From an optimization exercise on the open Yosys and OpenROAD flow, aimed at small area, a short achievable clock period and few clock cycles per item; shortcuts taken in it are not production practice. At most, simulation tests tie the RTL to the original design; equivalence was not proved. No functional check of the RTL was part of runs 1 and 9.

## flow/flow/run.sh

```bash
#!/bin/bash
# Standard ORFS layout, with the port buffers made of the smallest buffer cell.
set -euo pipefail
export BUFFER_PORTS_ARGS="-buffer_cell sky130_fd_sc_hd__buf_1"
bash standard.sh > standard_flow.log 2>&1
```

## flow/standard.sh

```bash
#!/bin/bash
# synth_recipe.tcl (not shown) runs the flow's synth.tcl, then flattens the netlist and writes it again
# the make line also repeats each setting of config.mk as NAME=value (left out here)
make -C /OpenROAD-flow-scripts/flow DESIGN_CONFIG=/design/flow/config.mk WORK_HOME=/design/flow/orfs CLKGATE_MAP_FILE= SYNTH_SCRIPT=/design/flow/synth_recipe.tcl "${@:-finish}"
```

## flow/config.mk

```make
export PLATFORM = sky130hd
export DESIGN_NAME = gcd
export DESIGN_NICKNAME = gcd
export VERILOG_FILES = /design/flow/design.v
export SDC_FILE = /design/flow/constraint.sdc
export NUM_CORES = 4
export LEC_CHECK = 0
export CAP_MARGIN = 20
export CORE_MARGIN = 2
export CORE_UTILIZATION = 40
export PLACE_DENSITY = 0.6
export SETUP_SLACK_MARGIN = 0.6
export SLEW_MARGIN = 20
```

## flow/constraint.sdc

```tcl
create_clock -name core_clock -period 4.0 [get_ports {clk}]
set_input_delay 0.8000 -clock core_clock [delete_from_list [all_inputs] [get_ports {clk}]]
set_output_delay 0.8000 -clock core_clock [all_outputs]
set_load 0.01 [all_outputs]
```

## flow/design.v

```verilog
module gcd( input [31:0] a_in,
            input [31:0] b_in,
            input start,
            input reset_n,
            input clk,
            output [31:0] result,
            output done);
  localparam int M = 4;           
  logic [32:0] a, b;              
  logic        fb;                
  logic [4:0]  k;                 
  logic        h;                 
  logic        busy;
  logic        bz;                
  wire k_zero = (k == 5'd0);
  wire a_zero = (a == 33'd0);
  wire a_odd = a[0] ^ a[32];
  wire b_odd = b[0] ^ fb;
  wire [32:0] ag0 = b & a;
  wire [32:0] ap  = b ^ a;
  wire [31:0] ag  = {ag0[31:1], ag0[0] | ap[0]};
  wire cy_g0_1 = ag[1] | (ap[1] & ag[0]);
  wire cy_p0_1 = ap[1] & ap[0];
  wire cy_g0_3 = ag[3] | (ap[3] & ag[2]);
  wire cy_p0_3 = ap[3] & ap[2];
  wire cy_g0_5 = ag[5] | (ap[5] & ag[4]);
  wire cy_p0_5 = ap[5] & ap[4];
  wire cy_g0_7 = ag[7] | (ap[7] & ag[6]);
  wire cy_p0_7 = ap[7] & ap[6];
  wire cy_g0_9 = ag[9] | (ap[9] & ag[8]);
  wire cy_p0_9 = ap[9] & ap[8];
  wire cy_g0_11 = ag[11] | (ap[11] & ag[10]);
  wire cy_p0_11 = ap[11] & ap[10];
  wire cy_g0_13 = ag[13] | (ap[13] & ag[12]);
  wire cy_p0_13 = ap[13] & ap[12];
  wire cy_g0_15 = ag[15] | (ap[15] & ag[14]);
  wire cy_p0_15 = ap[15] & ap[14];
  wire cy_g0_17 = ag[17] | (ap[17] & ag[16]);
  wire cy_p0_17 = ap[17] & ap[16];
  wire cy_g0_19 = ag[19] | (ap[19] & ag[18]);
  wire cy_p0_19 = ap[19] & ap[18];
  wire cy_g0_21 = ag[21] | (ap[21] & ag[20]);
  wire cy_p0_21 = ap[21] & ap[20];
  wire cy_g0_23 = ag[23] | (ap[23] & ag[22]);
  wire cy_p0_23 = ap[23] & ap[22];
  wire cy_g0_25 = ag[25] | (ap[25] & ag[24]);
  wire cy_p0_25 = ap[25] & ap[24];
  wire cy_g0_27 = ag[27] | (ap[27] & ag[26]);
  wire cy_p0_27 = ap[27] & ap[26];
  wire cy_g0_29 = ag[29] | (ap[29] & ag[28]);
  wire cy_p0_29 = ap[29] & ap[28];
  wire cy_g0_31 = ag[31] | (ap[31] & ag[30]);
  wire cy_p0_31 = ap[31] & ap[30];
  wire cy_g1_3 = cy_g0_3 | (cy_p0_3 & cy_g0_1);
  wire cy_p1_3 = cy_p0_3 & cy_p0_1;
  wire cy_g1_7 = cy_g0_7 | (cy_p0_7 & cy_g0_5);
  wire cy_p1_7 = cy_p0_7 & cy_p0_5;
  wire cy_g1_11 = cy_g0_11 | (cy_p0_11 & cy_g0_9);
  wire cy_p1_11 = cy_p0_11 & cy_p0_9;
  wire cy_g1_15 = cy_g0_15 | (cy_p0_15 & cy_g0_13);
  wire cy_p1_15 = cy_p0_15 & cy_p0_13;
  wire cy_g1_19 = cy_g0_19 | (cy_p0_19 & cy_g0_17);
  wire cy_p1_19 = cy_p0_19 & cy_p0_17;
  wire cy_g1_23 = cy_g0_23 | (cy_p0_23 & cy_g0_21);
  wire cy_p1_23 = cy_p0_23 & cy_p0_21;
  wire cy_g1_27 = cy_g0_27 | (cy_p0_27 & cy_g0_25);
  wire cy_p1_27 = cy_p0_27 & cy_p0_25;
  wire cy_g1_31 = cy_g0_31 | (cy_p0_31 & cy_g0_29);
  wire cy_p1_31 = cy_p0_31 & cy_p0_29;
  wire cy_g2_7 = cy_g1_7 | (cy_p1_7 & cy_g1_3);
  wire cy_p2_7 = cy_p1_7 & cy_p1_3;
  wire cy_g2_15 = cy_g1_15 | (cy_p1_15 & cy_g1_11);
  wire cy_p2_15 = cy_p1_15 & cy_p1_11;
  wire cy_g2_23 = cy_g1_23 | (cy_p1_23 & cy_g1_19);
  wire cy_p2_23 = cy_p1_23 & cy_p1_19;
  wire cy_g2_31 = cy_g1_31 | (cy_p1_31 & cy_g1_27);
  wire cy_p2_31 = cy_p1_31 & cy_p1_27;
  wire cy_g3_15 = cy_g2_15 | (cy_p2_15 & cy_g2_7);
  wire cy_p3_15 = cy_p2_15 & cy_p2_7;
  wire cy_g3_31 = cy_g2_31 | (cy_p2_31 & cy_g2_23);
  wire cy_p3_31 = cy_p2_31 & cy_p2_23;
  wire cy_g4_31 = cy_g3_31 | (cy_p3_31 & cy_g3_15);
  wire cy_p4_31 = cy_p3_31 & cy_p3_15;
  wire cy_g5_23 = cy_g2_23 | (cy_p2_23 & cy_g3_15);
  wire cy_p5_23 = cy_p2_23 & cy_p3_15;
  wire cy_g6_11 = cy_g1_11 | (cy_p1_11 & cy_g2_7);
  wire cy_p6_11 = cy_p1_11 & cy_p2_7;
  wire cy_g6_19 = cy_g1_19 | (cy_p1_19 & cy_g3_15);
  wire cy_p6_19 = cy_p1_19 & cy_p3_15;
  wire cy_g6_27 = cy_g1_27 | (cy_p1_27 & cy_g5_23);
  wire cy_p6_27 = cy_p1_27 & cy_p5_23;
  wire cy_g7_5 = cy_g0_5 | (cy_p0_5 & cy_g1_3);
  wire cy_p7_5 = cy_p0_5 & cy_p1_3;
  wire cy_g7_9 = cy_g0_9 | (cy_p0_9 & cy_g2_7);
  wire cy_p7_9 = cy_p0_9 & cy_p2_7;
  wire cy_g7_13 = cy_g0_13 | (cy_p0_13 & cy_g6_11);
  wire cy_p7_13 = cy_p0_13 & cy_p6_11;
  wire cy_g7_17 = cy_g0_17 | (cy_p0_17 & cy_g3_15);
  wire cy_p7_17 = cy_p0_17 & cy_p3_15;
  wire cy_g7_21 = cy_g0_21 | (cy_p0_21 & cy_g6_19);
  wire cy_p7_21 = cy_p0_21 & cy_p6_19;
  wire cy_g7_25 = cy_g0_25 | (cy_p0_25 & cy_g5_23);
  wire cy_p7_25 = cy_p0_25 & cy_p5_23;
  wire cy_g7_29 = cy_g0_29 | (cy_p0_29 & cy_g6_27);
  wire cy_p7_29 = cy_p0_29 & cy_p6_27;
  wire cy_g8_2 = ag[2] | (ap[2] & cy_g0_1);
  wire cy_p8_2 = ap[2] & cy_p0_1;
  wire cy_g8_4 = ag[4] | (ap[4] & cy_g1_3);
  wire cy_p8_4 = ap[4] & cy_p1_3;
  wire cy_g8_6 = ag[6] | (ap[6] & cy_g7_5);
  wire cy_p8_6 = ap[6] & cy_p7_5;
  wire cy_g8_8 = ag[8] | (ap[8] & cy_g2_7);
  wire cy_p8_8 = ap[8] & cy_p2_7;
  wire cy_g8_10 = ag[10] | (ap[10] & cy_g7_9);
  wire cy_p8_10 = ap[10] & cy_p7_9;
  wire cy_g8_12 = ag[12] | (ap[12] & cy_g6_11);
  wire cy_p8_12 = ap[12] & cy_p6_11;
  wire cy_g8_14 = ag[14] | (ap[14] & cy_g7_13);
  wire cy_p8_14 = ap[14] & cy_p7_13;
  wire cy_g8_16 = ag[16] | (ap[16] & cy_g3_15);
  wire cy_p8_16 = ap[16] & cy_p3_15;
  wire cy_g8_18 = ag[18] | (ap[18] & cy_g7_17);
  wire cy_p8_18 = ap[18] & cy_p7_17;
  wire cy_g8_20 = ag[20] | (ap[20] & cy_g6_19);
  wire cy_p8_20 = ap[20] & cy_p6_19;
  wire cy_g8_22 = ag[22] | (ap[22] & cy_g7_21);
  wire cy_p8_22 = ap[22] & cy_p7_21;
  wire cy_g8_24 = ag[24] | (ap[24] & cy_g5_23);
  wire cy_p8_24 = ap[24] & cy_p5_23;
  wire cy_g8_26 = ag[26] | (ap[26] & cy_g7_25);
  wire cy_p8_26 = ap[26] & cy_p7_25;
  wire cy_g8_28 = ag[28] | (ap[28] & cy_g6_27);
  wire cy_p8_28 = ap[28] & cy_p6_27;
  wire cy_g8_30 = ag[30] | (ap[30] & cy_g7_29);
  wire cy_p8_30 = ap[30] & cy_p7_29;
  wire [31:0] cy_G = {cy_g4_31, cy_g8_30, cy_g7_29, cy_g8_28, cy_g6_27, cy_g8_26, cy_g7_25, cy_g8_24, cy_g5_23, cy_g8_22, cy_g7_21, cy_g8_20, cy_g6_19, cy_g8_18, cy_g7_17, cy_g8_16, cy_g3_15, cy_g8_14, cy_g7_13, cy_g8_12, cy_g6_11, cy_g8_10, cy_g7_9, cy_g8_8, cy_g2_7, cy_g8_6, cy_g7_5, cy_g8_4, cy_g1_3, cy_g8_2, cy_g0_1, ag[0]};
  wire [32:0] e = ap ^ {cy_G, 1'b1};        
  wire e_zero = &(a ^ b);                   
  wire swap = e[32] ^ b[32];                
  wire strip  = h || (!a_odd && !b_odd);    
  wire a_even = !a_odd && b_odd;
  wire odd    = a_odd && b_odd;
  logic [32:0] x;
  logic        fx;
  always_comb begin
    if (strip || a_even) begin x = a; fx = a[32]; end
    else if (odd)        begin x = e; fx = 1'b0;  end
    else                 begin x = b; fx = fb;    end
  end
  wire [3:0] xl = x[3:0] ^ {4{fx}};
  logic [32:0] xs;
  always_comb begin
    xs = {x[32], x[32:1]};
    if (strip) xs = {x[32], x[32:1]};
    else if (M >= 4 && xl[3:0] == 4'd0) xs = {{4{x[32]}}, x[32:4]};
    else if (M >= 3 && xl[2:0] == 3'd0) xs = {{3{x[32]}}, x[32:3]};
    else if (M >= 2 && xl[1:0] == 2'd0) xs = {{2{x[32]}}, x[32:2]};
  end
  wire conv = !fx && x[32] && xs[0];
  wire fin = bz || (odd && e_zero);
  assign done   = busy && fin && k_zero;
  assign result = a[31:0] ^ {32{a[32]}};
  always_ff @(posedge clk, negedge reset_n) begin
    if (!reset_n)                  busy <= 1'b0;
    else if (!busy)                busy <= start;
    else if (fin && k_zero)        busy <= 1'b0;
  end
  wire load = !busy && start;
  always_ff @(posedge clk) begin
    b  <= load ? {1'b1, ~b_in} : {xs[32:1], xs[0] & !conv};
    fb <= load | fx | conv;
  end
  always_ff @(posedge clk) begin
    if (load) begin
      a  <= {1'b0, a_in};
      k  <= '0;
      h  <= 1'b0;
      bz <= (b_in == 32'd0);
    end else if (busy && bz) begin
      if (!k_zero) begin
        a <= {a[31:0], a[32]};
        k <= k - 5'd1;
      end
    end else if (busy) begin
      bz <= odd ? e_zero : a_zero;
      if (strip) begin
        a <= b;
        h <= !h;
        if (h) k <= k + 5'd1;
      end else if (a_even || (odd && swap)) begin
        a <= b;
      end
    end
  end
endmodule
```

==> results.toml, run 1 <==
[outcome]
outcome = "complete, no violations"

[logic_synthesis]
netlist.area_leader.share = 0.146
synth-main-ff-cell = "dfxtp_1"
yosys_warnings = 1
synth-edff-count = 33
synthTopCellsByArea = "edfxtp_1, dfxtp_1, ha_1, nand2_1, fa_1"
synth_nets = 948
synth_common_cells = "nand2_1, a21oi_1, nor2_1"
yosysTopAreaCell = "edfxtp_1"
syn_inst = 829
async_flop_share = 0.0133
synth.distinct_cells = 63
synth_area_um2 = 6780
syn_area_per_cell_um2 = 8.17
synth_seq_cells = 75
yosysMostFrequentCell = "nand2_1"
yosysSeqAreaShare = 0.271

[clocking]
clk_path_buf_depth = 2
clk_pin_slew_worst_paths_ns = 0.06
cts_root_buffer = "clkbuf_16"
cts_tree = "built"
cts_made_buffers = 9
cts_hold_buf = 0
clk_latency_ns = 0.35
h-tree-depth = 3
cts.sinks = 75

[routing]
num_vias = 7062
met2RoutedLength_um = 10800
ant_nets = 0
wl_per_cell_um = 19.9
wirelength_um = 23400
wl_met1_um = 10400
vias_per_cell = 5.99
highest_layer = "met4"
wl_met3_um = 1570
drc = 0
drt-pass1-iter-count = 5
drt-initial-drc-count = 586

[layout]
area_growth_pct = 22.9
drive_gt1_frac = 0.177
final_nets = 1073
n_antenna_cell = 0
nFillCells = 1664

[timing]
finalHoldViolCount = 0
slew_viol_final = 0
whs_ns = 0.199
fin_tns_setup_ns = 0
clock_skew_ns = 0.00681
worst_pin_slew_ns = 0.781
finalCritPeriodShare = 0.877
timing.final.ws_setup_ns = 0.491
finalCriticalPeriod_ns = 3.51
rsz0062_at_grt = "true"
setup_viol = 0
relSlewSlack = 0.478
fmax_mhz = 285

[placement]
pre_cts_ws_ns = 0.187
gp_congestion = 0.872
place.port_buffers = 99
hpwlAfterDp_um = 16300

[worst_setup_path]
reg2reg_to = "b[29]"
r2r_slack_ns = 0.49
critPathMaxFanout = 5
cp-start-kind = "register"
crit_arrival_ns = 3.72
cp-end-kind = "register"
worstPathRequired_ns = 4.22
crit_family = "compound AO/OA/AOI/OAI gates"
r2r_start = "a[0]"
rr_worst_depth = 19
path_class = "reg2reg"
path_buf_inv = 2
slowest_stage = "fa_2"
crit_chain = "inv_2 -> ha_4 -> fa_2 -> nand3b_1 -> a21oi_4 -> o31ai_4 -> nand2_2 -> a21oi_4 -> o21bai_4 -> nand2b_4 -> a21oi_2 -> fa_2 -> nand2_2 -> a21oi_2 -> a21oi_2 -> buf_4 -> a21boi_2 -> o21ai_1 -> a31oi_1"
max_stage_delay_ns = 0.45
cp_common_cell = "a21oi_2"

[grt]
grt.total_usage = 0.256
grt_overflow = 0
antenna_found_initial = 0
grt_pass1_wl_um = 36300
grt_max_degree = 51
grt_pass1_vias = 6463

[floorplanning]
fp.dieW_um = 134
coreArea_um2 = 16600
fp.dieH_um = 134
rows = 47
io-pin-count = 100
die-area_um2 = 18000
start_util = 0.409

[worst_hold_path]
worst_hold_path_type = "in2async"

[run]
maxCapViolations = 0
==> metrics by stage <==
| step | cell area, um2 | utilization | cells |
|---|---|---|---|
| after floorplan | 6820 | - | 829 |
| after global placement | 7510 | 0.453 | 1132 |
| after detailed placement | 7510 | 0.453 | 1132 |
| after CTS | 7920 | 0.478 | 1155 |
| after global routing | 8330 | 0.502 | 1179 |
| final | 8330 | 0.502 | 1179 |
==> cell type report <==
cell class                 count  area, um2  share of cell area
tap                          220        275              0.0331
multi-input combinational    662       4910               0.589
timing repair buffer         169        908               0.109
clock buffer                  13        240              0.0289
clock inverter                 3       15.0             0.00180
sequential                    75       1840               0.221
inverter                      37        139              0.0167
==> worst max-delay path by stage <==
| stage | to | cells after the start | slack, ns | from |
|---|---|---|---|---|
| after detailed placement | b[26] | 18 | 0.19 | b[0] |
| after global routing | b[22] | 18 | 0.33 | a[0] |
| after floorplan | b[28] | 19 | 0.59 | a[0] |
| after global placement | b[28] | 18 | 0.24 | b[0] |
| after CTS | b[20] | 19 | 0.51 | a[0] |
| final | b[29] | 19 | 0.49 | a[0] |
==> state kept, by name (all words and copies together), names as in the netlist <==
signal and flops:
k 5, b 33, busy 1, bz 1, fb 1, h 1, a 33
==> metal layers <==
layer  track usage  up-vias
li1              -     3332
met1         0.363     3380
met2         0.410      304
met3        0.0272       46
met4        0.0807        0
met5             0        -
==> logic make-up after synthesis <==
| group | after synthesis | share of synthesized area |
|---|---|---|
| muxes | 13 | 0.0194 |
| xor gates and xnor gates | 56 | 0.0779 |
| and+or+nand+nor | 283 | 0.197 |
| buffers and inverters | 92 | 0.0611 |
| DFF | 75 | 0.271 |
| adders and majority gates | 52 | 0.115 |
| AOI/OAI and AO/OA | 258 | 0.259 |
==> repair_timing <==
item,in CTS,in global routing
endpoints found under the setup margin,52,62
gates resized for setup,27,54
gates cloned,0,0
pin swaps,20,36
buffers inserted,7,24
==> cell usage in the layout (no fill, tap or decap), types with 26 or more instances in the layout <==
cell type and n:
o22ai_1 33, dfxtp_1 39, nor3_1 38, xor2_1 33, a21oi_1 35, edfxtp_1 33, nand2_1 94, inv_1 34
buf_4 67, o21ai_0 28, ha_1 26, buf_1 99, nor2_1 56
==> inputs of run 2 (changes only) <==
--- a/flow/design.v
+++ b/flow/design.v
@@ -7,3 +7,3 @@
             output done);
-  localparam int M = 4;           
+  localparam int M = 3;           
   logic [32:0] a, b;              
==> flow/flow/run.sh (replaced) <==
#!/bin/bash
# Standard ORFS layout, with the port buffers made of the smallest buffer
# cell and a clock tree of one level of large buffers without dummy loads.
set -euo pipefail
export BUFFER_PORTS_ARGS="-buffer_cell sky130_fd_sc_hd__buf_1"
export CTS_ARGS="-sink_clustering_enable -repair_clock_nets -dont_use_dummy_load -sink_clustering_size 80 -sink_clustering_max_diameter 400 -buf_list sky130_fd_sc_hd__clkbuf_16"
bash standard.sh > standard_flow.log 2>&1
--- a/flow/config.mk
+++ b/flow/config.mk
@@ -7,2 +7,3 @@
 export LEC_CHECK = 0
+export ABC_AREA = 1
 export CAP_MARGIN = 20
==> run 2 against run 1 <==
Still clean on timing, DRC and antenna. Flip-flop and latch count unchanged. Design area decreased by 5.0%. Area after synthesis decreased by 3.0%. Sequential share of layout area increased by 1.1 points. Wire length decreased by 7.6%. Global-route usage decreased by 1.1 points. Largest cell class unchanged.
==> results.toml, run 2 <==
[outcome]
outcome = "complete, no violations"

[logic_synthesis]
netlist.area_leader.share = 0.151
yosysTopAreaCell = "edfxtp_1"
synth-edff-count = 33
yosysSeqAreaShare = 0.279
yosys_warnings = 1
synth_seq_cells = 75
syn_area_per_cell_um2 = 7.29
synth_common_cells = "nand2_1, inv_1, a21oi_1"
synth_nets = 1021
synth.distinct_cells = 43
yosysMostFrequentCell = "nand2_1"
synth_area_um2 = 6580
syn_inst = 902
synthTopCellsByArea = "edfxtp_1, dfxtp_1, nand2_1, ha_1, inv_1"
async_flop_share = 0.0133
synth-main-ff-cell = "dfxtp_1"

[timing]
relSlewSlack = 0.388
finalHoldViolCount = 0
setup_viol = 0
finalCriticalPeriod_ns = 3.31
fmax_mhz = 302
finalCritPeriodShare = 0.828
fin_tns_setup_ns = 0
clock_skew_ns = 0.0125
rsz0062_at_grt = "true"
worst_pin_slew_ns = 0.917
slew_viol_final = 0

[worst_setup_path]
path_class = "reg2out"
crit_chain = "ha_4 -> nand2_1 -> nor2_2 -> inv_1 -> nor2_4 -> nand4_1 -> or3_4 -> nand2_2 -> nand2_2 -> nor2_2 -> buf_2"
critPathMaxFanout = 4
endpoint = "done"
path_buf_inv = 2
reg2reg_to = "b[28]"
r2r_start = "a[13]"
rr_worst_depth = 21
slowest_stage = "edfxtp_1"
cp-end-kind = "primary output"
max_stage_delay_ns = 0.44
crit_start = "a[13]"
worstPathRequired_ns = 3.20
r2r_slack_ns = 0.80
cp.depth = 11
crit_arrival_ns = 2.51
cp-start-kind = "register"
crit_family = "simple AND/OR/NAND/NOR gates"

[layout]
nFillCells = 1688
final_nets = 1130
ff_latch_area_um2 = 1840
area_growth_pct = 20.3
multi_input_area_um2 = 4420
largestRegisters = "a (33), b (33), k (5)"
final_common_cell = "nand2_1"
drive_gt1_frac = 0.144
layout_common_cells = "nand2_1, inv_1, buf_1"
n_antenna_cell = 0

[grt]
grt_pass1_wl_um = 33500
antenna_found_initial = 0
grt_pass1_vias = 6008
grt_overflow = 0
grt_max_degree = 67
grt.total_usage = 0.245

[placement]
hpwlAfterDp_um = 15500
place.port_buffers = 99
gp_congestion = 0.951

[clocking]
cts.sinks = 75
cts_made_buffers = 9
clk_path_buf_depth = 2
h-tree-depth = 3
cts_hold_buf = 0
cts_tree = "built"
cts_root_buffer = "clkbuf_16"
clk_latency_ns = 0.35
clk_pin_slew_worst_paths_ns = 0.06

[floorplanning]
rows = 46
fp.dieW_um = 132
fp.dieH_um = 132
coreArea_um2 = 16000
start_util = 0.411
die-area_um2 = 17500
io-pin-count = 100

[run]
maxCapViolations = 0

[routing]
wl_per_cell_um = 17.7
drc = 0
num_vias = 6707
drt-pass1-iter-count = 6
wirelength_um = 21600
drt-initial-drc-count = 626
vias_per_cell = 5.48
ant_nets = 0

[worst_hold_path]
worst_hold_path_type = "in2async"
run 2: cell families after synthesis:
group | synth area share
buffers and inverters | 0.101
flip-flops | 0.279
adder cells (fa/ha/maj) | 0.118
AND/OR/NAND/NOR | 0.234
AO/OA/AOI/OAI | 0.201
XOR/XNOR | 0.0666
run 2: stage by stage:
step	cells	area [um2]	utilization	hold slack, ns	setup slack, ns
after floorplan	902	6580	-	0.424	0.606
after global placement	1187	7120	0.445	0.444	0.298
after detailed placement	1187	7120	0.445	0.447	0.208
after CTS	1203	7440	0.465	0.207	0.585
after global routing	1225	7910	0.494	0.209	0.545
final	1225	7910	0.494	0.213	0.687
run 2: layer usage:
metal,GRT usage,wire length [um],vias up
met3,0.0465,1900,36
met4,0.0759,470,0
met2,0.361,9370,320
li1,-,-,3266
met1,0.360,9890,3085
met5,0,0,-
run 2: final cells by class:
class | instances | area share
Timing Repair Buffer | 146 | 0.0922
Tap cell | 216 | 0.0342
Inverter | 113 | 0.0536
Clock buffer | 9 | 0.0285
Sequential cell | 75 | 0.233
Multi-Input combinational cell | 666 | 0.559
run 2: how the worst min path moves through the flow:
stage | start | to | cells past startpoint
after floorplan | k[4] | k[4] | 1
after global placement | k[4] | k[4] | 1
after detailed placement | k[4] | k[4] | 1
after CTS | reset_n | busy | 1
after global routing | reset_n | busy | 1
final | reset_n | busy | 1
run 2: timing repair:
action | in CTS | in global routing
setup buffers | 7 | 22
gates resized for setup | 12 | 56
endpoints found under the setup margin | 17 | 20
pin swaps | 2 | 23
Testbench counts of run 2, summed over its fixed seeds: cycles 53,893, items 2,400.
==> inputs of run 3 (changes only) <==
--- a/flow/config.mk
+++ b/flow/config.mk
@@ -7,3 +7,2 @@
 export LEC_CHECK = 0
-export ABC_AREA = 1
 export CAP_MARGIN = 20
==> run 3 against run 2 <==
Worst setup slack better by 0.024 ns. Sequential share of layout area is 0.43 points higher. Cell count is 8.7% lower. Area after synthesis is 3.6% lower. Die area is 3.5% lower. Critical path depth is 6 higher. Synthesized cell count is 13% lower. Hold slack worse by 0.0040 ns. First-iteration DRC count is 13% lower. Clock skew is 0.0030 ns higher. Critical endpoint is now b[25].
==> results.toml, run 3 <==
[outcome]
outcome = "complete, no violations"

[logic_synthesis]
syn_area_per_cell_um2 = 8.08
yosys_warnings = 1
synth_nets = 903
synth-main-ff-cell = "dfxtp_1"
yosysTopAreaCell = "edfxtp_1"
synth-edff-count = 33
synth_area_um2 = 6340
synth.distinct_cells = 68
async_flop_share = 0.0133
synth_common_cells = "nand2_1, a21oi_1, nor2_1"
netlist.area_leader.share = 0.156
synthTopCellsByArea = "edfxtp_1, dfxtp_1, ha_1, nand2_1, a21oi_1"
synth_seq_cells = 75
yosysSeqAreaShare = 0.290
yosysMostFrequentCell = "nand2_1"
syn_inst = 784

[floorplanning]
die-area_um2 = 16900
rows = 46
coreArea_um2 = 15700
fp.dieW_um = 130
start_util = 0.403
fp.dieH_um = 130
io-pin-count = 100

[worst_hold_path]
worst_hold_path_type = "in2async"

[routing]
wl_per_cell_um = 18.7
vias_per_cell = 5.71
drt-pass1-iter-count = 5
wirelength_um = 20900
ant_nets = 0
drt-initial-drc-count = 545
num_vias = 6387
drc = 0

[layout]
largestRegisters = "a (33), b (33), k (5)"
drive_gt1_frac = 0.145
n_antenna_cell = 0
final_common_cell = "nand2_1"
fin_area_um2 = 7770
area_growth_pct = 22.6
fin_cells = 1118
finish.utilization = 0.495
final_nets = 1023
layout_common_cells = "nand2_1, buf_1, a21oi_1"

[placement]
hpwlAfterDp_um = 15100
dpl_cell_area_um2 = 7040
place.port_buffers = 99
dp.cells = 1079
gp_congestion = 0.902

[clocking]
cts_tree = "built"
cts.sinks = 75
cts_root_buffer = "clkbuf_16"
clk_latency_ns = 0.35
h-tree-depth = 3
clk_path_buf_depth = 2
cts_made_buffers = 9
clk_pin_slew_worst_paths_ns = 0.06

[worst_setup_path]
crit_start = "a[11]"
critPathMaxFanout = 3
rr_worst_depth = 17
cp-start-kind = "register"
path_class = "reg2reg"
crit_arrival_ns = 3.56
r2r_start = "a[11]"
reg2reg_to = "b[25]"
worstPathRequired_ns = 4.27
r2r_slack_ns = 0.71
cp-end-kind = "register"

[grt]
grt_max_degree = 66
grt_pass1_wl_um = 32400
grt_overflow = 0
grt.total_usage = 0.251
grt_pass1_vias = 5882
antenna_found_initial = 0

[timing]
slew_viol_final = 0
worst_pin_slew_ns = 0.944
finalCriticalPeriod_ns = 3.29
rsz0062_at_grt = "true"
clock_skew_ns = 0.0156
relSlewSlack = 0.366
fmax_mhz = 304
finalHoldViolCount = 0
finalCritPeriodShare = 0.822
setup_viol = 0
fin_tns_setup_ns = 0

[run]
maxCapViolations = 0
run 3: changes by cell type in the layout (fill, tap and decap cells not counted), sizes merged, moves of 13 or more:
cell    previous run  this run
nand2            214       111
inv              113        30
nand3             52         7
o211ai            49         5
nor2              41        69
a211oi             0        25
xnor2              8        24
nor3               7        22
buf              146       159
run 3: logic make-up (layout without fill, tap and decap cells):
logic type,Yosys count,in the layout,synth area share
AO/OA/AOI/OAI,253,253,0.257
XOR/XNOR,58,58,0.0843
adder cells (fa/ha/maj),52,52,0.123
buffers and inverters,81,199,0.0519
flip-flops,75,75,0.290
multiplexers,6,6,0.00967
AND/OR/NAND/NOR,259,259,0.185
run 3: metal layers:
layer  part of all wire  track usage
met1               0.45        0.341
met2               0.45        0.393
met3              0.076       0.0611
met4              0.025       0.0829
met5                  0            0
run 3: cell type report:
cell class	instances	area [um2]
clock buffers	9	225
fillers	1610	7940
flip-flops and latches	75	1840
repair buffers	159	835
multi-input cells	628	4480
inverters	31	119
well taps	216	270
run 3: worst max-delay path, cell delays in order, from the launching register on:
cell and delay [ns]:
edfxtp_1 0.42, ha_4 0.25, a21oi_2 0.14, o21ai_2 0.10
a221oi_4 0.30, o21ai_4 0.13, a21oi_4 0.19, o21bai_4 0.10
nand2_2 0.08, nand2b_1 0.08, fa_2 0.53, nand2_1 0.04
a21oi_1 0.19, a21oi_2 0.07, buf_4 0.16, a211oi_2 0.23
nor2_1 0.07, a21oi_1 0.12
run 3: worst max path at each step:
stage	depth (start not counted)	slack (ns)	end
after floorplan	20	0.58	b[29]
after global placement	18	0.21	b[25]
after detailed placement	18	0.27	b[27]
after CTS	19	0.60	b[29]
after global routing	19	0.51	b[29]
final	17	0.71	b[25]
run 3: what timing repair did:
item,in CTS,in global routing
gates resized for setup,23,28
hold buffers,0,0
buffers inserted,18,12
pin swaps,14,28
endpoints found under the hold margin,0,0
setup endpoints to repair,14,17
run 3: through the flow:
step	hold slack [ns]	worst slack (ns)
detailed placement	0.497	0.267
global route	0.210	0.511
finish	0.209	0.711
floorplan	0.471	0.582
global placement	0.485	0.209
CTS	0.208	0.603
==> inputs of run 4 (changes only) <==
--- a/flow/flow/run.sh
+++ b/flow/flow/run.sh
@@ -2,3 +2,3 @@
 # Standard ORFS layout, with the port buffers made of the smallest buffer
-# cell and a clock tree of one level of large buffers without dummy loads.
+# cell and a clock tree without dummy loads.
 set -euo pipefail
--- a/flow/config.mk
+++ b/flow/config.mk
@@ -7,3 +7,3 @@
 export LEC_CHECK = 0
-export CAP_MARGIN = 20
+export CAP_MARGIN = 0
 export CORE_MARGIN = 2
@@ -12,2 +12,2 @@
 export SETUP_SLACK_MARGIN = 0.6
-export SLEW_MARGIN = 20
+export SLEW_MARGIN = 0
==> run 4 against run 3 <==
Critical path type unchanged. Flip-flop and latch count unchanged. Die area unchanged. Wire length unchanged. Register-to-register slack about the same. Still clean on timing, DRC and antenna. Synthesized cell count unchanged. Cell count unchanged.
==> results.toml, run 4 <==
[logic_synthesis]
syn_area_per_cell_um2 = 8.08
yosysTopAreaCell = "edfxtp_1"
synth-main-ff-cell = "dfxtp_1"
synth_area_um2 = 6340
synth_common_cells = "nand2_1, a21oi_1, nor2_1"
synth_seq_cells = 75
async_flop_share = 0.0133
synth-edff-count = 33
synth_nets = 903
yosysMostFrequentCell = "nand2_1"
netlist.area_leader.share = 0.156
synthTopCellsByArea = "edfxtp_1, dfxtp_1, ha_1, nand2_1, a21oi_1"
synth.distinct_cells = 68
syn_inst = 784
yosys_warnings = 1
yosysSeqAreaShare = 0.290

[timing]
slew_viol_final = 0
finalHoldViolCount = 0
fmax_mhz = 304
clock_skew_ns = 0.0156
fin_tns_setup_ns = 0
rsz0062_at_grt = "true"
whs_ns = 0.209
relSlewSlack = 0.366
worst_pin_slew_ns = 0.944
finalCriticalPeriod_ns = 3.29
setup_viol = 0
finalCritPeriodShare = 0.822

[layout]
ff_latch_area_um2 = 1840
layout_common_cells = "nand2_1, buf_1, a21oi_1"
multi_input_area_um2 = 4480
largestRegisters = "a (33), b (33), k (5)"
final_nets = 1023
area_growth_pct = 22.6
final_common_cell = "nand2_1"
drive_gt1_frac = 0.145
fin_area_um2 = 7770
nFillCells = 1610
n_antenna_cell = 0

[floorplanning]
io-pin-count = 100
fp.dieH_um = 130
start_util = 0.403
die-area_um2 = 16900
coreArea_um2 = 15700
fp.dieW_um = 130
rows = 46

[run]
maxCapViolations = 0

[routing]
drc = 0
wirelength_um = 20900
drt-initial-drc-count = 545
wl_per_cell_um = 18.7
vias_per_cell = 5.71
num_vias = 6387
ant_nets = 0
drt-pass1-iter-count = 5

[grt]
grt_max_degree = 66
grt_use_met1 = 0.341
grt_overflow = 0
grt.total_usage = 0.251
busiest_layer = "met2"
use_met2 = 0.393
grt_pass1_vias = 5882
grtUsageMet3 = 0.0611
antenna_found_initial = 0
grt_pass1_wl_um = 32400

[worst_setup_path]
critPathMaxFanout = 3
path_class = "reg2reg"
cp-start-kind = "register"
crit_arrival_ns = 3.56
worstPathRequired_ns = 4.27
cp-end-kind = "register"

[placement]
dpl_cell_area_um2 = 7040
place.port_buffers = 99
gp_congestion = 0.902
hpwlAfterDp_um = 15100

[clocking]
clk_latency_ns = 0.35
cts_tree = "built"
h-tree-depth = 3
clk_path_buf_depth = 2
cts_root_buffer = "clkbuf_16"
cts_hold_buf = 0
clk_pin_slew_worst_paths_ns = 0.06
cts_made_buffers = 9
cts.sinks = 75

[outcome]
outcome = "complete, no violations"

[worst_hold_path]
worst_hold_path_type = "in2async"
-- run 4: cell counts after synthesis --
No cell type changed its count.
-- run 4: kinds of logic after synthesis --
family	share of synthesized area
flip-flops	0.290
buffers and inverters	0.0519
multiplexers	0.00967
XOR/XNOR	0.0843
AND/OR/NAND/NOR	0.185
adder cells (fa/ha/maj)	0.123
AO/OA/AOI/OAI	0.257
-- run 4: layout make-up --
cell class / instances / area share
repair buffers: 159 / 0.107
inverters: 31 / 0.0153
multi-input cells: 628 / 0.577
flip-flops and latches: 75 / 0.237
well taps: 216 / 0.0348
clock buffers: 9 / 0.0290
-- run 4: per-layer routing --
layer | vias to the layer above | wire, um
met5 | - | 0
met4 | 0 | 533
met3 | 43 | 1590
met2 | 233 | 9440
met1 | 3032 | 9380
li1 | 3079 | -
-- run 4: final timing paths --
path                              start     to  slack [ns]  cells after the start
worst max-delay path              a[11]  b[25]        0.71                     17
worst min-delay path            reset_n   busy        0.21                      1
worst max register to register    a[11]  b[25]        0.71                     17
worst min register to register     k[4]   k[4]        0.51                      2
max in group asynchronous       reset_n   busy        3.68                      1
min in group core_clock            k[4]   k[4]        0.51                      2
-- run 4: worst max-delay path, stage by stage, from the launching register on --
cell and delay [ns]:
edfxtp_1 0.42, ha_4 0.25, a21oi_2 0.14, o21ai_2 0.10, a221oi_4 0.30, o21ai_4 0.13, a21oi_4 0.19, o21bai_4 0.10
nand2_2 0.08, nand2b_1 0.08, fa_2 0.53, nand2_1 0.04, a21oi_1 0.19, a21oi_2 0.07, buf_4 0.16, a211oi_2 0.23
nor2_1 0.07, a21oi_1 0.12
-- run 4: timing repair --
item | 4_1_cts | 5_1_grt
endpoints found under the setup margin | 14 | 17
buffers inserted | 18 | 12
pin swaps | 14 | 28
resized for setup | 23 | 28
-- run 4: metrics by stage --
step | utilization | instances | setup WS (ns)
floorplan | - | 784 | 0.582
finish | 0.495 | 1118 | 0.711
global route | 0.495 | 1118 | 0.511
CTS | 0.479 | 1106 | 0.603
detailed placement | 0.448 | 1079 | 0.267
global placement | 0.448 | 1079 | 0.209
==> inputs of run 5 (changes only) <==
--- a/flow/config.mk
+++ b/flow/config.mk
@@ -7,7 +7,7 @@
 export LEC_CHECK = 0
-export CAP_MARGIN = 0
+export CAP_MARGIN = 20
 export CORE_MARGIN = 2
 export CORE_UTILIZATION = 40
-export PLACE_DENSITY = 0.6
+export PLACE_DENSITY = 0.7
 export SETUP_SLACK_MARGIN = 0.6
-export SLEW_MARGIN = 0
+export SLEW_MARGIN = 20
==> run 5 against run 4 <==
Critical path type is now reg2out. Non-clock buffer count is 1 lower. Core utilization is 0.21 points lower.
==> results.toml, run 5 <==
[timing]
setup_viol = 0
relSlewSlack = 0.354
finalHoldViolCount = 0
finalCritPeriodShare = 0.850
worst_pin_slew_ns = 0.968
slew_viol_final = 0
finalCriticalPeriod_ns = 3.40
clock_skew_ns = 0.0137
whs_ns = 0.202
fmax_mhz = 294
fin_tns_setup_ns = 0
rsz0062_at_grt = "true"

[worst_setup_path]
path_buf_inv = 1
slowest_stage = "edfxtp_1"
crit_family = "simple AND/OR/NAND/NOR gates"
max_stage_delay_ns = 0.53
cp-start-kind = "register"
path_class = "reg2out"
worstPathRequired_ns = 3.20
crit_chain = "ha_1 -> nand4_1 -> nor4_2 -> and4_1 -> o211a_1 -> buf_1"
crit_arrival_ns = 2.60
critPathMaxFanout = 5
cp-end-kind = "primary output"
rr_worst_depth = 18
cp.depth = 6

[grt]
antenna_found_initial = 0
grt_pass1_wl_um = 31500
grt_pass1_vias = 5972
grt_overflow = 0
grt_max_degree = 83
grt.total_usage = 0.242

[logic_synthesis]
synthTopCellsByArea = "edfxtp_1, dfxtp_1, ha_1, nand2_1, a21oi_1"
synth-edff-count = 33
synth_common_cells = "nand2_1, a21oi_1, nor2_1"
syn_area_per_cell_um2 = 8.08
synth_area_um2 = 6340
yosysTopAreaCell = "edfxtp_1"
synth-main-ff-cell = "dfxtp_1"
netlist.area_leader.share = 0.156
synth_nets = 903
async_flop_share = 0.0133
yosysMostFrequentCell = "nand2_1"
yosys_warnings = 1
synth.distinct_cells = 68
syn_inst = 784
yosysSeqAreaShare = 0.290
synth_seq_cells = 75

[clocking]
h-tree-depth = 3
cts_made_buffers = 9
clk_path_buf_depth = 2
clk_latency_ns = 0.35
clk_pin_slew_worst_paths_ns = 0.06
cts_hold_buf = 0
cts_tree = "built"
cts_root_buffer = "clkbuf_16"
cts.sinks = 75

[layout]
finish.utilization = 0.493
final_common_cell = "nand2_1"
drive_gt1_frac = 0.140
area_growth_pct = 22.1
layout_common_cells = "nand2_1, buf_1, a21oi_1"
largestRegisters = "a (33), b (33), k (5)"
final_nets = 1023
n_antenna_cell = 0

[floorplanning]
die-area_um2 = 16900
start_util = 0.403
rows = 46
fp.dieH_um = 130
io-pin-count = 100
coreArea_um2 = 15700
fp.dieW_um = 130

[placement]
place.port_buffers = 99
gp_congestion = 0.924
hpwlAfterDp_um = 14700

[routing]
wirelength_um = 21000
wl_per_cell_um = 18.8
drt-initial-drc-count = 693
num_vias = 6607
ant_nets = 0
drt-pass1-iter-count = 5
drc = 0
vias_per_cell = 5.91

[outcome]
outcome = "complete, no violations"

[run]
maxCapViolations = 0

[worst_hold_path]
worst_hold_path_type = "in2async"
## run 5: cell counts after synthesis
No cell type changed its count.
## run 5: cell type report
cell class                      count  area, um2
Inverter                           31        119
Sequential cell                    75       1840
Clock buffer                        9        225
Timing Repair Buffer              158        840
Fill cell                        1520       7970
Tap cell                          216        270
Multi-Input combinational cell    629       4440
## run 5: cells by family (layout without fill, tap and decap cells)
group	Yosys count	count (layout)	synth area share
and+or+nand+nor	259	259	0.185
DFF	75	75	0.290
adders and majority gates	52	52	0.123
AOI/OAI and AO/OA	253	254	0.257
xor gates and xnor gates	58	58	0.0843
buffers and inverters	81	198	0.0519
muxes	6	6	0.00967
## run 5: worst reg2reg max path, delay by kind of cell, from the launching register on
| family | cells | cell delay, ns |
|---|---|---|
| AOI/OAI and AO/OA | 9 | 1.40 |
| and+or+nand+nor | 5 | 0.36 |
| adders and majority gates | 2 | 0.87 |
| DFF | 1 | 0.41 |
| buffers and inverters | 2 | 0.29 |
## run 5: path summary, 6_finish.rpt
kind                         start  endpoint  slack (ns)
setup / recovery             a[31]      done        0.60
hold / removal             reset_n      busy        0.20
setup reg to reg             a[10]     b[21]        0.60
hold reg to reg               k[4]      k[4]        0.53
max in group asynchronous  reset_n      busy        3.70
min in group core_clock       k[4]      k[4]        0.53
## run 5: layer usage
layer | vias to the layer above | track usage | share of wire
met5 | - | 0 | 0
met4 | 0 | 0.0892 | 0.030
met3 | 55 | 0.0513 | 0.085
met2 | 337 | 0.382 | 0.46
met1 | 3134 | 0.327 | 0.43
li1 | 3081 | - | -
## run 5: per-stage QoR
stage          setup WS (ns)  cell area, um2  cells
6_report               0.601            7740   1118
5_1_grt                0.368            7740   1118
4_1_cts                0.607            7430   1098
3_5_place_dp           0.228            6990   1071
3_3_place_gp           0.353            6990   1071
2_1_floorplan          0.582            6350    784
## run 5: repair_timing
action | CTS | global route
setup endpoints to repair | 16 | 25
pin swaps | 13 | 29
endpoints found under the hold margin | 0 | 0
resized for setup | 20 | 29
buffers inserted | 18 | 19
cloned | 0 | 1
==> inputs of run 6 (changes only) <==
--- a/flow/config.mk
+++ b/flow/config.mk
@@ -10,4 +10,5 @@
 export CORE_UTILIZATION = 40
-export PLACE_DENSITY = 0.7
+export PLACE_DENSITY = 0.6
 export SETUP_SLACK_MARGIN = 0.6
 export SLEW_MARGIN = 20
+export TNS_END_PERCENT = 10
==> run 6 against run 5 <==
Synthesized cell count stayed put. Wire length fell by 0.43%. Critical path type unchanged. Still clean on timing, DRC and antenna. Clock skew up 0.00093 ns. Design area decreased by 0.48%. Clock-buffer cell count unchanged. Via count shrank 4.2%. Sequential share of layout area up 0.051 points. Critical path depth is the same. Worst setup slack got worse by 0.015 ns. Critical endpoint unchanged.
==> results.toml, run 6 <==
[logic_synthesis]
yosysMostFrequentCell = "nand2_1"
yosys.area_share.simple = 0.185
synthTopCellsByArea = "edfxtp_1, dfxtp_1, ha_1, nand2_1, a21oi_1"
yosys.area_share.adder = 0.123
synth_common_cells = "nand2_1, a21oi_1, nor2_1"
async_flop_share = 0.0133
synth.distinct_cells = 68
synth_top_family_by_area = "compound AO/OA/AOI/OAI gates"
synth_nets = 903
syn_inst = 784
synth-edff-count = 33
synth_xor_area_frac = 0.0843
yosysTopAreaCell = "edfxtp_1"
synthMuxAreaShare = 0.00967
synth_seq_cells = 75
synth_area_um2 = 6340
netlist.area_leader.share = 0.156
synth_compound_area_frac = 0.257
synth-main-ff-cell = "dfxtp_1"
yosysSeqAreaShare = 0.290
syn_area_per_cell_um2 = 8.08
yosys_warnings = 1

[worst_setup_path]
reg2reg_to = "b[29]"
path_class = "reg2out"
critPathMaxFanout = 5
cp-end-kind = "primary output"
rr_worst_depth = 19
endpoint = "done"
r2r_start = "a[0]"
cp-start-kind = "register"
crit_start = "a[29]"
crit_arrival_ns = 2.61
worstPathRequired_ns = 3.20
r2r_slack_ns = 0.64

[floorplanning]
rows = 46
fp.dieH_um = 130
die-area_um2 = 16900
io-pin-count = 100
coreArea_um2 = 15700
fp.dieW_um = 130
start_util = 0.403

[layout]
n_antenna_cell = 0
largestRegisters = "a (33), b (33), k (5)"
nFillCells = 1606
area_growth_pct = 21.5
final_common_cell = "nand2_1"
fin_cells = 1111
drive_gt1_frac = 0.135
layout_common_cells = "nand2_1, buf_1, a21oi_1"
fin_area_um2 = 7700
final_nets = 1016

[run]
maxCapViolations = 0

[grt]
grt_pass1_vias = 5844
grt_overflow = 0
grt_max_degree = 66
grt.total_usage = 0.250
grt_pass1_wl_um = 32200
antenna_found_initial = 0

[timing]
rsz0062_at_grt = "true"
finalHoldViolCount = 0
setup_viol = 0
finalCriticalPeriod_ns = 3.41
clock_skew_ns = 0.0146
finalCritPeriodShare = 0.853
fmax_mhz = 293
slew_viol_final = 0
fin_tns_setup_ns = 0
relSlewSlack = 0.394
timing.final.ws_setup_ns = 0.586
worst_pin_slew_ns = 0.902

[routing]
vias_per_cell = 5.70
drc = 0
ant_nets = 0
wl_per_cell_um = 18.8
drt-initial-drc-count = 548
drt-pass1-iter-count = 6
num_vias = 6331
wirelength_um = 20900

[clocking]
cts.sinks = 75
clk_latency_ns = 0.35
cts_tree = "built"
clk_pin_slew_worst_paths_ns = 0.06
h-tree-depth = 3
cts_hold_buf = 0
clk_path_buf_depth = 2
cts_root_buffer = "clkbuf_16"
cts_made_buffers = 9

[placement]
dpl_cell_area_um2 = 7040
dp.cells = 1079
place.port_buffers = 99
hpwlAfterDp_um = 15100
gp_congestion = 0.902
pre_cts_ws_ns = 0.267

[outcome]
outcome = "complete, no violations"

[worst_hold_path]
worst_hold_path_type = "in2async"
==> run 6: cell counts after synthesis <==
No cell type changed its count.
==> run 6: metal layers <==
metal / up-vias / wire length (um) / global-route usage
li1: 3062 / - / -
met1: 2992 / 9520 / 0.341
met2: 240 / 9300 / 0.392
met3: 37 / 1630 / 0.0590
met4: 0 / 483 / 0.0803
met5: - / 0 / 0
==> run 6: cells by family (layout without fill, tap and decap cells) <==
| family | Yosys count | after routing |
|---|---|---|
| fa+ha+maj | 52 | 52 |
| buf+inv | 81 | 192 |
| xor+xnor | 58 | 58 |
| mux | 6 | 6 |
| simple gates | 259 | 259 |
| flops | 75 | 75 |
| compound gates | 253 | 253 |
==> run 6: repair_timing <==
| action | CTS | global route |
|---|---|---|
| pin swaps | 6 | 25 |
| setup endpoints to repair | 14 | 21 |
| buffers inserted | 13 | 10 |
| resized for setup | 17 | 30 |
==> run 6: final cells by class <==
type	instances	area (um2)	share of cell area
multi-input combinational	628	4470	0.580
clock buffer	9	225	0.0292
tap	216	270	0.0351
timing repair buffer	152	782	0.102
inverter	31	119	0.0154
sequential	75	1840	0.239
==> run 6: critical path, stage by stage, from the launching register on <==
cell      delay (ns)
edfxtp_1        0.51
ha_1            0.42
nand4_1         0.22
nor4_4          0.43
and4_1          0.33
o211a_1         0.19
buf_1           0.16
==> run 6: how the worst min path moves through the flow <==
stage	end	start	cells past startpoint
6_report	busy	reset_n	1
5_1_grt	busy	reset_n	1
4_1_cts	busy	reset_n	1
3_5_place_dp	k[4]	k[4]	2
3_3_place_gp	k[4]	k[4]	2
2_1_floorplan	k[4]	k[4]	2
==> run 6: metrics by stage <==
step | hold slack [ns] | util
2_1_floorplan | 0.471 | -
3_3_place_gp | 0.485 | 0.448
3_5_place_dp | 0.497 | 0.448
4_1_cts | 0.208 | 0.476
5_1_grt | 0.210 | 0.490
6_report | 0.209 | 0.490
==> inputs of run 7 (changes only) <==
--- a/flow/config.mk
+++ b/flow/config.mk
@@ -11,4 +11,3 @@
 export PLACE_DENSITY = 0.6
-export SETUP_SLACK_MARGIN = 0.6
+export SETUP_SLACK_MARGIN = 0.7
 export SLEW_MARGIN = 20
-export TNS_END_PERCENT = 10
==> run 7 against run 6 <==
Flip-flop and latch count stayed put. Highest routed layer unchanged. Critical path depth is 11 higher. Still clean. Design area is 2.6% higher. Maximum frequency is 1.4% higher. Global-route usage is 0.63 points higher. Largest cell class unchanged.
==> results.toml, run 7 <==
[logic_synthesis]
netlist.area_leader.share = 0.156
yosysSeqAreaShare = 0.290
synth.distinct_cells = 68
synth_nets = 903
synth-edff-count = 33
yosysTopAreaCell = "edfxtp_1"
synth_seq_cells = 75
async_flop_share = 0.0133
syn_inst = 784
synth_area_um2 = 6340
syn_area_per_cell_um2 = 8.08
synthTopCellsByArea = "edfxtp_1, dfxtp_1, ha_1, nand2_1, a21oi_1"
synth-main-ff-cell = "dfxtp_1"
synth_common_cells = "nand2_1, a21oi_1, nor2_1"
yosys_warnings = 1
yosysMostFrequentCell = "nand2_1"

[timing]
finalHoldViolCount = 0
rsz0062_at_grt = "true"
finalCritPeriodShare = 0.842
worst_pin_slew_ns = 0.969
whs_ns = 0.222
fin_tns_setup_ns = 0
timing.final.ws_setup_ns = 0.634
setup_viol = 0
fmax_mhz = 297
clock_skew_ns = 0.0169
relSlewSlack = 0.354
finalCriticalPeriod_ns = 3.37
slew_viol_final = 0

[clocking]
clk_pin_slew_worst_paths_ns = 0.06
h-tree-depth = 3
cts.sinks = 75
cts_tree = "built"
clk_latency_ns = 0.35
cts_root_buffer = "clkbuf_16"
cts_made_buffers = 9
cts_hold_buf = 0
clk_path_buf_depth = 2

[worst_setup_path]
cp-end-kind = "register"
crit_arrival_ns = 3.55
rr_worst_depth = 17
cp-start-kind = "register"
worstPathRequired_ns = 4.18
critPathMaxFanout = 3
path_class = "reg2reg"

[routing]
drc = 0
num_vias = 6570
vias_per_cell = 5.83
wirelength_um = 21900
wl_per_cell_um = 19.5
drt-initial-drc-count = 600
ant_nets = 0
drt-pass1-iter-count = 5

[floorplanning]
coreArea_um2 = 15700
rows = 46
fp.dieH_um = 130
start_util = 0.403
io-pin-count = 100
fp.dieW_um = 130
die-area_um2 = 16900

[layout]
finish.utilization = 0.503
layout_common_cells = "nand2_1, buf_1, a21oi_1"
n_antenna_cell = 0
area_growth_pct = 24.6
final_nets = 1032
largestRegisters = "a (33), b (33), k (5)"
drive_gt1_frac = 0.157
final_common_cell = "nand2_1"

[worst_hold_path]
worst_hold_path_type = "in2async"

[placement]
gp_congestion = 0.884
hpwlAfterDp_um = 15200
place.port_buffers = 99
pre_cts_ws_ns = 0.271

[grt]
grt_overflow = 0
antenna_found_initial = 0
grt.total_usage = 0.256
grt_pass1_wl_um = 33000
grt_pass1_vias = 5848
grt_max_degree = 43

[outcome]
outcome = "complete, no violations"

[run]
maxCapViolations = 0
-- run 7: cell counts after synthesis --
Identical to the previous run, type by type.
-- run 7: routing by layer --
metal,vias up,track usage,part of all wire
met4,0,0.0829,0.020
li1,3107,-,-
met5,-,0,0
met2,308,0.406,0.46
met3,35,0.0349,0.078
met1,3120,0.363,0.45
-- run 7: cell families after synthesis --
logic type,share of synthesized area
AO/OA/AOI/OAI,0.257
XOR/XNOR,0.0843
adder cells (fa/ha/maj),0.123
buffers and inverters,0.0519
flip-flops,0.290
multiplexers,0.00967
AND/OR/NAND/NOR,0.185
-- run 7: repair_timing --
item	CTS	global route
setup endpoints to repair	23	31
setup buffers	24	14
gates resized for setup	19	32
cloned	0	2
pin swaps	20	11
-- run 7: metrics by stage --
stage               cells  cell area, um2
CTS                  1111            7570
global placement     1078            7050
finish               1127            7900
detailed placement   1078            7050
global route         1127            7900
floorplan             784            6380
-- run 7: worst max-delay path: stages (launching register included) --
cell and delay (ns):
edfxtp_1 0.46, ha_4 0.29, and4_1 0.18, a221oi_2 0.29, o21ai_2 0.11, a21oi_2 0.20
o21bai_2 0.09, nand2_1 0.11, a21oi_2 0.07, fa_2 0.38, xnor2_1 0.15, nor2_1 0.06
a21oi_1 0.12, o21ai_1 0.09, buf_4 0.16, buf_4 0.14, a211oi_1 0.20, o22ai_1 0.09
-- run 7: cell type report --
cell class	count	area, um2
flip-flops and latches	75	1840
well taps	216	270
multi-input cells	630	4560
repair buffers	166	878
clock buffers	9	225
inverters	31	119
fillers	1570	7810
-- run 7: path summary, 6_finish.rpt --
path | startpoint | endpoint | slack, ns
min in group core_clock | k[4] | k[4] | 0.51
hold reg to reg | k[4] | k[4] | 0.51
setup reg to reg | a[15] | b[28] | 0.63
hold / removal | reset_n | busy | 0.22
max in group asynchronous | reset_n | busy | 3.66
setup / recovery | a[15] | b[28] | 0.63
==> inputs of run 8 (changes only) <==
--- a/flow/config.mk
+++ b/flow/config.mk
@@ -11,3 +11,3 @@
 export PLACE_DENSITY = 0.6
-export SETUP_SLACK_MARGIN = 0.7
+export SETUP_SLACK_MARGIN = 0.5
 export SLEW_MARGIN = 20
==> run 8 against run 7 <==
Largest cell class unchanged. Register-to-register slack got worse by 0.05 ns. Cell count down 1.8%. Still clean.
==> results.toml, run 8 <==
[clocking]
clk_path_buf_depth = 2
h-tree-depth = 3
clk_pin_slew_worst_paths_ns = 0.06
cts_hold_buf = 0
clk_latency_ns = 0.35
cts_tree = "built"
cts_root_buffer = "clkbuf_16"
cts.sinks = 75
cts_made_buffers = 9

[routing]
vias_per_cell = 5.77
ant_nets = 0
drt-initial-drc-count = 672
num_vias = 6389
wirelength_um = 20600
wl_per_cell_um = 18.6
drc = 0
drt-pass1-iter-count = 7

[layout]
fin_cells = 1107
ff_latch_area_um2 = 1840
drive_gt1_frac = 0.129
nFillCells = 1606
n_antenna_cell = 0
layout_common_cells = "nand2_1, buf_1, a21oi_1"
area_growth_pct = 20.3
final_common_cell = "nand2_1"
final_nets = 1012
multi_input_area_um2 = 4430
fin_area_um2 = 7620
largestRegisters = "a (33), b (33), k (5)"

[logic_synthesis]
synth_area_um2 = 6340
yosys_warnings = 1
synth.distinct_cells = 68
yosysSeqAreaShare = 0.290
synth-main-ff-cell = "dfxtp_1"
async_flop_share = 0.0133
syn_area_per_cell_um2 = 8.08
synth_common_cells = "nand2_1, a21oi_1, nor2_1"
yosysMostFrequentCell = "nand2_1"
synth_seq_cells = 75
synth_nets = 903
synthTopCellsByArea = "edfxtp_1, dfxtp_1, ha_1, nand2_1, a21oi_1"
synth-edff-count = 33
syn_inst = 784
yosysTopAreaCell = "edfxtp_1"
netlist.area_leader.share = 0.156

[worst_setup_path]
critPathMaxFanout = 6
crit_chain = "ha_1 -> nand4_1 -> nor3_1 -> a221o_1 -> a211oi_4 -> mux2_1 -> or4_1 -> o31a_1"
crit_start = "a[23]"
r2r_slack_ns = 0.59
worstPathRequired_ns = 4.23
cp-start-kind = "register"
endpoint = "b[0]"
slowest_stage = "or4_1"
r2r_start = "a[23]"
rr_worst_depth = 8
crit_arrival_ns = 3.64
cp.depth = 8
crit_family = "simple AND/OR/NAND/NOR gates"
path_buf_inv = 0
max_stage_delay_ns = 0.64
reg2reg_to = "b[0]"
cp-end-kind = "register"
path_class = "reg2reg"

[timing]
finalCritPeriodShare = 0.853
clock_skew_ns = 0.00917
finalCriticalPeriod_ns = 3.41
fin_tns_setup_ns = 0
worst_pin_slew_ns = 0.986
relSlewSlack = 0.340
slew_viol_final = 0
finalHoldViolCount = 0
setup_viol = 0
rsz0062_at_grt = "true"
fmax_mhz = 293

[floorplanning]
io-pin-count = 100
fp.dieH_um = 130
fp.dieW_um = 130
start_util = 0.403
rows = 46
die-area_um2 = 16900
coreArea_um2 = 15700

[run]
maxCapViolations = 0

[grt]
grt_pass1_vias = 5923
grt_overflow = 0
antenna_found_initial = 0
grt_pass1_wl_um = 31900
grt_max_degree = 49
grt.total_usage = 0.247

[placement]
hpwlAfterDp_um = 15200
dp.cells = 1085
gp_congestion = 0.895
dpl_cell_area_um2 = 7060
place.port_buffers = 99

[outcome]
outcome = "complete, no violations"

[worst_hold_path]
worst_hold_path_type = "in2async"
run 8: cell counts after synthesis:
Identical to the previous run, type by type.
run 8: how the worst min path moves through the flow:
stage / endpoint / slack [ns]
final: busy / 0.20
after global routing: busy / 0.19
after CTS: busy / 0.20
after detailed placement: k[4] / 0.50
after global placement: k[4] / 0.49
after floorplan: k[4] / 0.47
run 8: logic make-up after synthesis:
| group | Yosys count | share of synthesized area |
|---|---|---|
| flops | 75 | 0.290 |
| buf+inv | 81 | 0.0519 |
| fa+ha+maj | 52 | 0.123 |
| xor+xnor | 58 | 0.0843 |
| simple gates | 259 | 0.185 |
| compound gates | 253 | 0.257 |
| mux | 6 | 0.00967 |
run 8: per-stage QoR:
| step | hold slack [ns] | utilization | setup WS (ns) |
|---|---|---|---|
| 3_3_place_gp | 0.495 | 0.449 | 0.362 |
| 3_5_place_dp | 0.502 | 0.449 | 0.237 |
| 2_1_floorplan | 0.471 | - | 0.506 |
| 4_1_cts | 0.197 | 0.470 | 0.504 |
| 5_1_grt | 0.191 | 0.485 | 0.427 |
| 6_report | 0.203 | 0.485 | 0.588 |
run 8: worst register-to-register path: stages (launching register included):
cell and delay [ns]:
edfxtp_1 0.52, ha_1 0.41, nand4_1 0.26, nor3_1 0.11, a221o_1 0.35, a211oi_4 0.36, mux2_1 0.36, or4_1 0.64
o31a_1 0.29
run 8: layer usage:
metal | up-vias | track usage | routed length, um
met1 | 3052 | 0.334 | 9140
li1 | 3062 | - | -
met2 | 237 | 0.393 | 9580
met3 | 38 | 0.0595 | 1510
met5 | - | 0 | 0
met4 | 0 | 0.0772 | 418
run 8: final cells by class:
class / instances / area share
inverter: 31 / 0.0156
timing repair buffer: 148 / 0.0970
multi-input combinational: 628 / 0.581
clock buffer: 9 / 0.0295
sequential: 75 / 0.241
tap: 216 / 0.0355
run 8: timing repair:
| item | in CTS | in global routing |
|---|---|---|
| buffers inserted | 6 | 7 |
| pin swaps | 3 | 21 |
| endpoints found under the hold margin | 0 | 0 |
| cloned | 0 | 0 |
| endpoints found under the setup margin | 11 | 18 |
| resized for setup | 9 | 42 |
==> inputs of run 9 (changes only) <==
--- a/flow/design.v
+++ b/flow/design.v
@@ -178,3 +178,4 @@
       bz <= (b_in == 32'd0);
-    end else if (busy && bz) begin
+    end else if (busy && fin) begin
+      bz <= 1'b1;
       if (!k_zero) begin
--- a/flow/config.mk
+++ b/flow/config.mk
@@ -11,3 +11,3 @@
 export PLACE_DENSITY = 0.6
-export SETUP_SLACK_MARGIN = 0.5
+export SETUP_SLACK_MARGIN = 0.6
 export SLEW_MARGIN = 20
==> run 9 against run 8 <==
Critical endpoint is now b[21]. Area after synthesis up 2.4%. Highest routed layer unchanged. Flip-flop and latch count unchanged. Critical path depth increased by 8. Still clean on timing, DRC and antenna. Clock-buffer cell count unchanged. Non-clock buffer count up 11. Via count up 0.95%.
==> results.toml, run 9 <==
[routing]
drc = 0
wl_per_cell_um = 17.9
wirelength_um = 20700
num_vias = 6450
ant_nets = 0
drt-pass1-iter-count = 5
drt-initial-drc-count = 658
vias_per_cell = 5.60

[layout]
final_common_cell = "nand2_1"
n_antenna_cell = 0
drive_gt1_frac = 0.125
area_growth_pct = 20.5
final_nets = 1057
layout_common_cells = "nand2_1, buf_1, nor2_1"
largestRegisters = "a (33), b (33), k (5)"
fin_area_um2 = 7830
finish.utilization = 0.493

[worst_setup_path]
worstPathRequired_ns = 4.28
path_class = "reg2reg"
rr_worst_depth = 16
reg2reg_to = "b[21]"
slowest_stage = "fa_2"
critPathMaxFanout = 3
crit_start = "a[15]"
r2r_start = "a[15]"
crit_arrival_ns = 3.81
r2r_slack_ns = 0.47
cp-start-kind = "register"
crit_chain = "ha_1 -> nand4_1 -> inv_1 -> a221oi_2 -> o31ai_4 -> a21oi_2 -> o21bai_2 -> buf_4 -> buf_4 -> fa_2 -> nand2_1 -> a21oi_1 -> a21oi_1 -> a211oi_1 -> a211oi_1 -> a21oi_1"
cp_common_cell = "a21oi_1"
crit_family = "compound AO/OA/AOI/OAI gates"
path_buf_inv = 3
max_stage_delay_ns = 0.51
cp-end-kind = "register"

[timing]
finalHoldViolCount = 0
timing.final.ws_setup_ns = 0.469
relSlewSlack = 0.300
fmax_mhz = 283
finalCritPeriodShare = 0.883
slew_viol_final = 0
setup_viol = 0
finalCriticalPeriod_ns = 3.53
rsz0062_at_grt = "true"
whs_ns = 0.199
worst_pin_slew_ns = 1.05
clock_skew_ns = 0.0118

[worst_hold_path]
worst_hold_path_type = "in2async"

[floorplanning]
io-pin-count = 100
coreArea_um2 = 15900
rows = 46
start_util = 0.409
die-area_um2 = 17300
fp.dieW_um = 131
fp.dieH_um = 131

[logic_synthesis]
synth_common_cells = "nand2_1, nor2_1, a21oi_1"
yosys_warnings = 1
async_flop_share = 0.0133
syn_inst = 824
yosysTopAreaCell = "edfxtp_1"
yosysMostFrequentCell = "nand2_1"
synth.distinct_cells = 54
synth_nets = 943
synth_area_um2 = 6490
netlist.area_leader.share = 0.153
yosysSeqAreaShare = 0.283
synth-main-ff-cell = "dfxtp_1"
synth_seq_cells = 75
synth-edff-count = 33
syn_area_per_cell_um2 = 7.88
synthTopCellsByArea = "edfxtp_1, dfxtp_1, nand2_1, ha_1, xor2_1"

[clocking]
cts.sinks = 75
cts_tree = "built"
clk_latency_ns = 0.35
cts_root_buffer = "clkbuf_16"
cts_made_buffers = 9
h-tree-depth = 3
clk_pin_slew_worst_paths_ns = 0.06
clk_path_buf_depth = 2

[grt]
grt_pass1_wl_um = 33500
grt_max_degree = 72
grt_pass1_vias = 6194
grt.total_usage = 0.242
grt_overflow = 0
antenna_found_initial = 0

[run]
maxCapViolations = 0

[placement]
place.port_buffers = 99
pre_cts_ws_ns = 0.114
hpwlAfterDp_um = 14700
dpl_cell_area_um2 = 7220
gp_congestion = 0.913

[outcome]
outcome = "complete, no violations"
[run 9: routing by layer]
metal  GRT usage  part of all wire  up-vias
met2       0.376              0.44      207
met5           0                 0        -
met4      0.0827             0.028        0
li1            -                 -     3156
met1       0.347              0.47     3052
met3      0.0301             0.059       35
[run 9: how the worst max path moves through the flow]
stage,to,slack (ns),cells past startpoint
2_1_floorplan,a[0],-0.13,12
3_3_place_gp,b[28],0.19,17
3_5_place_dp,b[28],0.11,17
4_1_cts,b[27],0.47,18
5_1_grt,b[27],0.23,19
6_report,b[21],0.47,16
[run 9: layout make-up]
type	instances	area [um2]
repair buffers	159	848
well taps	216	270
inverters	35	134
fillers	1615	8060
flip-flops and latches	75	1840
clock buffers	9	225
multi-input cells	658	4510
[run 9: worst register-to-register path: cells and delay by family, from the launching register on]
kind                     cells  cell delay [ns]
AO/OA/AOI/OAI                9             1.53
adder cells (fa/ha/maj)      2             0.90
buffers and inverters        3             0.36
flip-flops                   1             0.43
AND/OR/NAND/NOR              2             0.25
[run 9: per-stage QoR]
stage	setup TNS, ns	cells
after floorplan	-4.07	824
after global placement	0	1118
after detailed placement	0	1118
after CTS	0	1146
after global routing	0	1152
final	0	1152
[run 9: cells by family after synthesis]
kind of cell	synth area share
xor+xnor	0.0821
flops	0.283
buf+inv	0.0574
mux	0.0382
compound gates	0.219
fa+ha+maj	0.123
simple gates	0.197
[run 9: repair_timing]
| item | in CTS | in global routing |
|---|---|---|
| buffers inserted | 19 | 5 |
| endpoints found under the setup margin | 46 | 61 |
| gates resized for setup | 34 | 12 |
| hold buffers | 0 | 0 |
| pin swaps | 24 | 14 |
| gates cloned | 0 | 1 |

static timing again, ports no longer ideal:
Ports are ideal in the flow. The routed layouts listed here were re-timed in OpenROAD. Step 1 (the two cells are an assumption about what drives the block):
set clk [get_ports {clk}]
set_driving_cell -lib_cell sky130_fd_sc_hd__clkbuf_16 $clk
set_driving_cell -lib_cell sky130_fd_sc_hd__buf_2 [delete_from_list [all_inputs] $clk]
Step 2 also shifts input and output timing later by t, the mid clock arrival at the registers, as if the neighbouring blocks saw the same clock. Slacks: ideal ports / drivers / drivers and shift; pairs: ideal ports / drivers.
run | t, ns | setup slack, ns | worst hold slack (ns) | slew at the worst register clock pin (ns) | cell pins on the clock port's net
run 1 | 0.391 | 0.491 / 0.491 / 0.491 | 0.199 / 0.187 / 0.533 | 0.06 / 0.06 | 1
run 2 | 0.383 | 0.687 / 0.647 / 0.796 | 0.213 / 0.195 / 0.453 | 0.06 / 0.06 | 1
run 3 | 0.390 | 0.711 / 0.696 / 0.711 | 0.209 / 0.188 / 0.509 | 0.06 / 0.06 | 1
run 4 | 0.390 | 0.711 / 0.696 / 0.711 | 0.209 / 0.188 / 0.509 | 0.06 / 0.06 | 1
run 5 | 0.386 | 0.601 / 0.560 / 0.602 | 0.202 / 0.184 / 0.525 | 0.06 / 0.06 | 1
run 6 | 0.391 | 0.586 / 0.543 / 0.639 | 0.209 / 0.188 / 0.510 | 0.06 / 0.06 | 1
run 7 | 0.384 | 0.634 / 0.634 / 0.634 | 0.222 / 0.204 / 0.509 | 0.06 / 0.06 | 1
run 8 | 0.383 | 0.588 / 0.571 / 0.588 | 0.203 / 0.189 / 0.511 | 0.06 / 0.06 | 1
run 9 | 0.388 | 0.469 / 0.469 / 0.469 | 0.199 / 0.182 / 0.496 | 0.06 / 0.06 | 1
After both steps every run listed still meets setup and hold.
